Background: an optimization exercise with open tools, aiming at small area. Do not read the settings as production practice. Where RTL was checked, it was by simulation tests only, not by an equivalence proof against the original. The RTL of run 1 was laid out without a check of its function.

==> flow/design.v (outline; a module is shown in full before it is edited, if it fits) <==
// module cordic_fa: 6 lines
// module cordic_ha: 6 lines
// module cordic_cct: 6 lines
// module cordic_cci: 6 lines
// module cordic_pipelined: 1604 lines
module cordic_pipelined(clk, z0, xn, yn);
  // ...
==> flow/flow/run.sh <==
#!/bin/bash
# The standard layout (standard.sh: ORFS from synthesis through finish), with two changes:
#  - the input/output port buffers are made from the smallest buffer cell;
#  - synthesis maps the logic with an area-oriented ABC script (flow/abc_area_map.script)
#    in place of ORFS's abc_speed.script. Everything else in synthesis is ORFS's own
#    (run from a copy of ORFS's scripts folder in which only that one file differs).
set -e
rm -rf orfs_scripts
cp -r "$FLOW_HOME/scripts" orfs_scripts
cp flow/abc_area_map.script orfs_scripts/abc_speed.script
export SCRIPTS_DIR="$PWD/orfs_scripts"
export BUFFER_PORTS_ARGS="-buffer_cell sky130_fd_sc_hd__buf_1"
cp standard.sh standard_sh.txt
bash standard.sh > standard.log 2>&1
==> flow/flow/abc_area_map.script <==
strash
dch
map -a
strash
dch
map -a
topo
stime -c
buffer -c
upsize -c
dnsize -c
==> flow/standard.sh <==
#!/bin/bash
# synth_recipe.tcl (not shown) runs the flow's synth.tcl, then flattens the netlist and writes it again
# the make line also repeats each setting of config.mk as NAME=value (left out here)
make -C /OpenROAD-flow-scripts/flow DESIGN_CONFIG=/design/flow/config.mk WORK_HOME=/design/flow/orfs CLKGATE_MAP_FILE= SYNTH_SCRIPT=/design/flow/synth_recipe.tcl "${@:-finish}"
==> flow/config.mk <==
export PLATFORM = sky130hd
export DESIGN_NAME = cordic_pipelined
export DESIGN_NICKNAME = cordic_pipelined
export VERILOG_FILES = /design/flow/design.v
export SDC_FILE = /design/flow/constraint.sdc
export NUM_CORES = 4
export LEC_CHECK = 0
export CAP_MARGIN = 20
export CORE_MARGIN = 2
export CORE_UTILIZATION = 60
export CTS_BUF_LIST = sky130_fd_sc_hd__clkbuf_8
export CTS_CLUSTER_DIAMETER = 100
export CTS_CLUSTER_SIZE = 18
export SLEW_MARGIN = 20
export SYNTH_HIERARCHICAL = 1
==> flow/constraint.sdc <==
create_clock -name core_clock -period 5.0 [get_ports {clk}]
set_input_delay 1.0000 -clock core_clock [delete_from_list [all_inputs] [get_ports {clk}]]
set_output_delay 1.0000 -clock core_clock [all_outputs]
set_load 0.01 [all_outputs]
==> summary.txt, run 1 <==
status -> complete, no violations
clk cell area share -> 1.74%
min-delay src -> d_r3[1]$_DFF_P_
EDFF count, synth -> 0
Worst-path clk slew -> 100 ps
cts bufs inserted -> 18
core area -> 22800 um^2
Synth Area in XOR/XNOR -> 8.73%
Critical path destination -> yn[17]
CTS Root Cell -> clkbuf_8
met1 usage in global routing -> 29.5%
crit path max-delay cell type -> dfxtp_1
Top Usage Layer GRT -> met2
Post-route DRC -> 0
Well Taps -> 313
Final setup viols -> 0
Multi-input gate area -> 7860 um^2
Worst Setup Slack, final -> 154 ps
pre-CTS WS -> 47.4 ps
critical path depth -> 16
critical path arrival -> 3850 ps
RSZ-0062 raised after global routing -> true
DIE HEIGHT -> 157 um
latest clock arrival within the worst-skew pair -> 550 ps
commonest cells in the netlist -> dfxtp_1 (269), fa_1 (147), inv_1 (141)
routed wire length on met2 -> 15700 um
NonClk Buf Share -> 3.25%
Top Registers -> z1_r1 x11, z3_r2 x9
==> run 2: changes to the inputs <==
--- a/flow/design.v
+++ b/flow/design.v
@@ -707,29 +707,29 @@
   assign lx3 = TX3[ta_c5];
   assign lx4 = TX4[ta_c5];
   assign lx5 = TX5[ta_c6];
   assign lx6 = TX6[ta_c5];
   assign lx7 = TX7[ta_c5];
   assign lx8 = TX8[ta_c5];
   assign lx9 = TX9[ta_c5];
   assign lx10 = TX10[ta_c5];
-  assign lx11 = TX11[ta_c5];
+  assign lx11 = TX11[ta_c6];
   assign lx12 = TX12[ta_c6];
   assign lx13 = TX13[ta_c6];
   assign lx14 = TX14[ta_c6];
   assign lx15 = TX15[ta_c6];
   assign lx16 = TX16[ta_c6];
   assign lx17 = TX17[ta_c6];
   assign ly0 = TY0[ta_c5];
   assign ly1 = TY1[ta_c5];
   assign ly2 = TY2[ta_c5];
   assign ly3 = TY3[ta_c5];
   assign ly4 = TY4[ta_c5];
-  assign ly5 = TY5[ta_c5];
+  assign ly5 = TY5[ta_c6];
   assign ly6 = TY6[ta_c5];
   assign ly7 = TY7[ta_c5];
   assign ly8 = TY8[ta_c5];
   assign ly9 = TY9[ta_c5];
   assign ly10 = TY10[ta_c5];
   assign ly11 = TY11[ta_c6];
   assign ly12 = TY12[ta_c6];
   assign ly13 = TY13[ta_c6];
@@ -743,17 +743,17 @@
   assign xt6_3 = lx3_p6 ^ f_p6;
   assign xt6_4 = lx4_p6 ^ f_p6;
   assign xt6_5 = lx5 ^ f_p6;
   assign xt6_6 = lx6 ^ f_p5;
   assign xt6_7 = lx7_p6 ^ f_p6;
   assign xt6_8 = lx8_p6 ^ f_p6;
   assign xt6_9 = lx9_p6 ^ f_p6;
   assign xt6_10 = lx10_p6 ^ f_p6;
-  assign xt6_11 = lx11_p6 ^ f_p6;
+  assign xt6_11 = lx11 ^ f_p6;
   assign xt6_12 = lx12 ^ f_p6;
   assign xt6_13 = lx13 ^ f_p6;
   assign xt6_14 = lx14 ^ f_p6;
   assign xt6_15 = lx15 ^ f_p6;
   assign xt6_16 = lx16 ^ f_p6;
   assign xt6_17 = lx17_p7 ^ f_p7;
   assign q6_1 = ~(f_p5 ^ d6_p5);
   assign yt6_0 = ly0 ^ q6_1;
@@ -761,17 +761,17 @@
   assign yt6_1 = ly1_p6 ^ q6_2_p6;
   assign q6_3 = ~(f_p6 ^ d6_p6);
   assign yt6_2 = ly2_p6 ^ q6_3;
   assign q6_4 = ~(f_p6 ^ d6_p6);
   assign yt6_3 = ly3_p6 ^ q6_4;
   assign q6_5 = ~(f_p6 ^ d6_p6);
   assign yt6_4 = ly4_p6 ^ q6_5;
   assign q6_6 = ~(f_p6 ^ d6_p6);
-  assign yt6_5 = ly5_p6 ^ q6_6;
+  assign yt6_5 = ly5 ^ q6_6;
   assign q6_7 = ~(f_p5 ^ d6_p5);
   assign yt6_6 = ly6 ^ q6_7;
   assign q6_8 = ~(f_p6 ^ d6_p6);
   assign yt6_7 = ly7_p6 ^ q6_8;
   assign q6_9 = ~(f_p6 ^ d6_p6);
   assign yt6_8 = ly8_p6 ^ q6_9;
   assign q6_10 = ~(f_p6 ^ d6_p6);
   assign yt6_9 = ly9_p6 ^ q6_10;
@@ -1206,23 +1206,21 @@
   reg lx1_p6;
   reg lx2_p6;
   reg lx3_p6;
   reg lx4_p6;
   reg lx7_p6;
   reg lx8_p6;
   reg lx9_p6;
   reg lx10_p6;
-  reg lx11_p6;
   reg lx17_p7;
   reg ly1_p6;
   reg ly2_p6;
   reg ly3_p6;
   reg ly4_p6;
-  reg ly5_p6;
   reg ly7_p6;
   reg ly8_p6;
   reg ly9_p6;
   reg ly10_p6;
   reg ly17_p7;
   reg xt6_0_p6;
   reg xt6_6_p6;
   reg xt6_10_p7;
@@ -1437,23 +1435,21 @@
     lx1_p6 <= lx1;
     lx2_p6 <= lx2;
     lx3_p6 <= lx3;
     lx4_p6 <= lx4;
     lx7_p6 <= lx7;
     lx8_p6 <= lx8;
     lx9_p6 <= lx9;
     lx10_p6 <= lx10;
-    lx11_p6 <= lx11;
     lx17_p7 <= lx17;
     ly1_p6 <= ly1;
     ly2_p6 <= ly2;
     ly3_p6 <= ly3;
     ly4_p6 <= ly4;
-    ly5_p6 <= ly5;
     ly7_p6 <= ly7;
     ly8_p6 <= ly8;
     ly9_p6 <= ly9;
     ly10_p6 <= ly10;
     ly17_p7 <= ly17;
     xt6_0_p6 <= xt6_0;
     xt6_6_p6 <= xt6_6;
     xt6_10_p7 <= xt6_10;
==> run 2 against run 1 <==
First-iteration DRC count decreased by 0.25%. Final cell count decreased by 1.7%. Critical path type is now reg2reg. Cell area decreased by 0.58%. Still clean on timing, DRC and antenna. Sequential share of layout area about the same. Via count decreased by 2.6%. Count of clock-buffer cells in the layout unchanged. Non-clock buffer count increased by 19.
==> summary.txt, run 2 <==
ratio of cells with drive above 1 in the final layout -> 8.30% (was 6.87%)
DR iter-0 viols -> 787 (was 789)
Chip Width -> 155 um (was 157 um)
Post-route DRC -> 0 (unchanged)
critical path arrival -> 5280 ps (was 3850 ps)
Top FF cell, synth -> dfxtp_1 (unchanged)
core area -> 22600 um^2 (was 22800 um^2)
post-synthesis compound-gate area fraction -> 11.0% (was 11.5%)
Worst Hold Class -> reg2reg (unchanged)
cts bufs inserted -> 18 (unchanged)
Post-Syn Instances -> 1325 (was 1353)
period utilization -> 97.3% (was 96.9%)
Avg WL per Cell -> 18.4 um (was 18.0 um)
routed wl met3 -> 1960 um (was 1920 um)
Avg Inst Size Synth -> 10.4 um^2 (about the same)
most frequent cells in the layout -> dfxtp_1 (260), inv_1 (141), fa_1 (141) (was dfxtp_1 (262), fa_1 (144), inv_1 (141))
NumNets Final -> 1640 (was 1650)
Core Util, Final -> 65.9% (was 65.7%)
CTS Sinks -> 267 (was 269)
post-synth net total -> 1556 (was 1592)
Largest register FFs -> 11 (unchanged)
Antenna Cells -> 0 (unchanged)
largest net degree at the start of global routing -> 39 (was 42)
flops & latches, synth -> 267 (was 269)
via/cell ratio -> 5.45 (was 5.50)
WL met1 -> 12500 um (was 11700 um)
routed wire length on met2 -> 16100 um (was 15700 um)
fin. max-slew vios -> 0 (unchanged)
Final Skew -> 18.5 ps (was 44.1 ps)
Synth Area in XOR/XNOR -> 8.98% (was 8.73%)
H-tree Lvls -> 1 (unchanged)
DR top layer -> met4 (unchanged)
area leader, netlist -> dfxtp_1 (unchanged)
max cap viols -> 0 (unchanged)
DP Wirelength -> 25100 um (was 24700 um)
Fmax achieved -> 205 MHz (was 206 MHz)
area added between synthesis and finish -> 8.13% (was 6.55%)
critical path launch point type -> flip-flop (unchanged)
share of Yosys cell area claimed by the top area cell type -> 38.9% (was 38.4%)
commonest non-fill, non-tap cell in the layout -> dfxtp_1 (unchanged)
antenna violations before repair -> 0 (unchanged)
RSZ-0062 raised after global routing -> false (was true)
Adder-Cell Fraction of Synth Area -> 27.8% (was 27.9%)
Yosys warning total -> 7 (unchanged)
post-synthesis simple-gate area fraction -> 7.60% (was 7.45%)
Worst-path clk slew -> 110 ps (was 100 ps)
setup TNS -> 0 ps (unchanged)
detailed-route via count -> 9240 (was 9488)
DIE HEIGHT -> 155 um (was 157 um)
Reg with most FFs -> z1_r1 (unchanged)
Total Routing Usage GR -> 26.5% (was 25.7%)
first-pass GRT wire length -> 49800 um (was 48800 um)
Boundary Pins -> 50 (unchanged)
clk buf depth -> 3 (unchanged)
std cell rows -> 55 (unchanged)
Critical Path End Type -> flip-flop (was output port)
commonest cells in the netlist -> dfxtp_1 (267), fa_1 (147), inv_1 (142) (was dfxtp_1 (269), fa_1 (147), inv_1 (141))
Rel. slew slack -> 38.5% (was 40.9%)
Final min period -> 4870 ps (was 4850 ps)
register area share after synthesis -> 38.9% (was 38.4%)
antenna-violating nets left -> 0 (unchanged)
mux contribution to synthesized area -> 0% (unchanged)
CTS Root Cell -> clkbuf_8 (unchanged)
most frequent cell after synthesis -> dfxtp_1 (unchanged)
first-pass detailed-route iteration total -> 6 (unchanged)
ys async rst share -> 0% (unchanged)
IO buf count -> 49 (unchanged)
Setup CP Type -> reg2reg (was reg2out)
vias in the first global route -> 9549 (was 9456)
synthesized area -> 13800 um^2 (was 14000 um^2)
worst hold margin -> 332 ps (about the same)
Routed Wire Length -> 31100 um (was 31000 um)
top area cells in the synthesized netlist -> dfxtp_1 (39%), fa_1 (21%), xor2_1 (7.0%) (was dfxtp_1 (38%), fa_1 (21%), ha_1 (7.0%))
total grt overflow -> 0 (unchanged)
CTS tree -> done (unchanged)
Final setup viols -> 0 (unchanged)
Worst Max-Slew Pin Slew -> 920 ps (was 883 ps)
largest family of logic cells by synthesized area -> adder cells (unchanged)
Top Registers -> z1_r1 x11, z3_r2 x9 (unchanged)
Req. time, crit path -> 5420 ps (was 4000 ps)
Initial Utilization -> 60.9% (was 61.6%)
status -> complete, no violations (unchanged)
EDFF count, synth -> 0 (unchanged)
cts hold-fix bufs -> 0 (unchanged)
RePlAce Congestion -> 0.981 (was 1.01)
DIE AREA -> 24200 um^2 (was 24600 um^2)
Cell variety after synth -> 50 (was 52)
Hold Fails Final Rpt -> 0 (unchanged)
latest clock arrival within the worst-skew pair -> 530 ps (was 550 ps)
critical path fanouts, max -> 4 (was 2)
run 2: changes by cell type after synthesis, moves of 4 or more:
cell      previous run  this run
o21ai_1              9         0
ha_1                78        70
a21oi_1             80        73
o22ai_1              8        15
nand2_1             80        75
o221ai_1             8         3
o311ai_0             5         9
run 2: modules after synthesis, one instance, submodules excluded:
| module | cell area [um^2] | flops+latches | cells inside |
|---|---|---|---|
| cordic_pipelined | 10900 | 267 | 1181 |
| cordic_fa | 20.0 | 0 | 1 |
run 2: worst paths after layout:
check	startpoint	endpoint	slack [ps]	depth (start not counted)
setup / recovery	d6_p6$_DFF_P_	ay7_s1_p7$_DFF_P_	130	12
hold / removal	d0_r1$_DFF_P_	d_r2[0]$_DFF_P_	330	0
setup reg to reg	d6_p6$_DFF_P_	ay7_s1_p7$_DFF_P_	130	12
hold reg to reg	d0_r1$_DFF_P_	d_r2[0]$_DFF_P_	330	0
run 2: worst max-delay path, stage by stage (launching register included):
cell	delay [ps]
dfxtp_2	360
xnor2_2	180
fa_1	410
fa_1	390
fa_1	400
fa_1	410
fa_2	360
fa_1	400
fa_1	410
fa_1	520
inv_1	60
fa_1	420
fa_1	430
run 2: cell type report:
type                       count  area, um^2
fill                        1727        7700
multi-input combinational    862        7690
sequential                   267        5360
timing repair buffer         108         639
inverter                     152         571
tap                          285         357
clock buffer                  18         248
clock inverter                 2        13.8
run 2: cell families (layout without fill, tap and decap cells):
family                     after synthesis  after routing
DFF                                    267            267
and+or+nand+nor                        253            253
buffers and inverters                  196            280
xor gates and xnor gates               141            141
AOI/OAI and AO/OA                      251            251
adders and majority gates              217            217
run 2: per-stage QoR:
| stage | area (um^2) | setup slack (ps) | instances |
|---|---|---|---|
| 3_3_place_gp | 14500 | 155 | 1673 |
| 2_1_floorplan | 13800 | 5.75 | 1325 |
| 4_1_cts | 14800 | 13.9 | 1693 |
| 6_report | 14900 | 134 | 1694 |
| 3_5_place_dp | 14500 | 47.5 | 1673 |
| 5_1_grt | 14900 | 2.55 | 1694 |
run 2: metal layers:
layer | up-vias | global-route usage [%]
li1 | 4449 | -
met1 | 4401 | 32.9
met2 | 347 | 49.1
met3 | 43 | 4.01
met4 | 0 | 5.42
met5 | - | 0
run 2: timing repair:
action,in CTS,in global routing
setup buffers,0,1
pin swaps,0,5
gates resized for setup,1,26
setup endpoints to repair,1,12

-- what the ideal ports hide --
The flow's constraints put no driver on any port. The routed layouts listed below were extracted and timed again, unchanged, in two steps. Step 1 sets driving cells, clkbuf_16 on the clock port and buf_2 on the other inputs (assumed; they add their load-dependent delay and slew). Step 2 times the ports against the registers' clock, not the clock port: input delays grow and output delays shrink by t, the midpoint of the rising clock arrivals with the driver on. Slacks: no drivers / after step 1 / after step 2; pairs: no drivers / after step 1.
| run | shift t [ns] | slack for setup (ns) | slew at the worst register clock pin (ns) | worst data-port slew with drivers (ns) |
|---|---|---|---|---|
| run 1 | 0.577 | 0.154 / 0.109 / 0.169 | 0.12 / 0.12 | 0.03 |
| run 2 | 0.568 | 0.134 / 0.133 / 0.134 | 0.11 / 0.11 | 0.04 |
After both steps setup and hold are still met in every run listed.
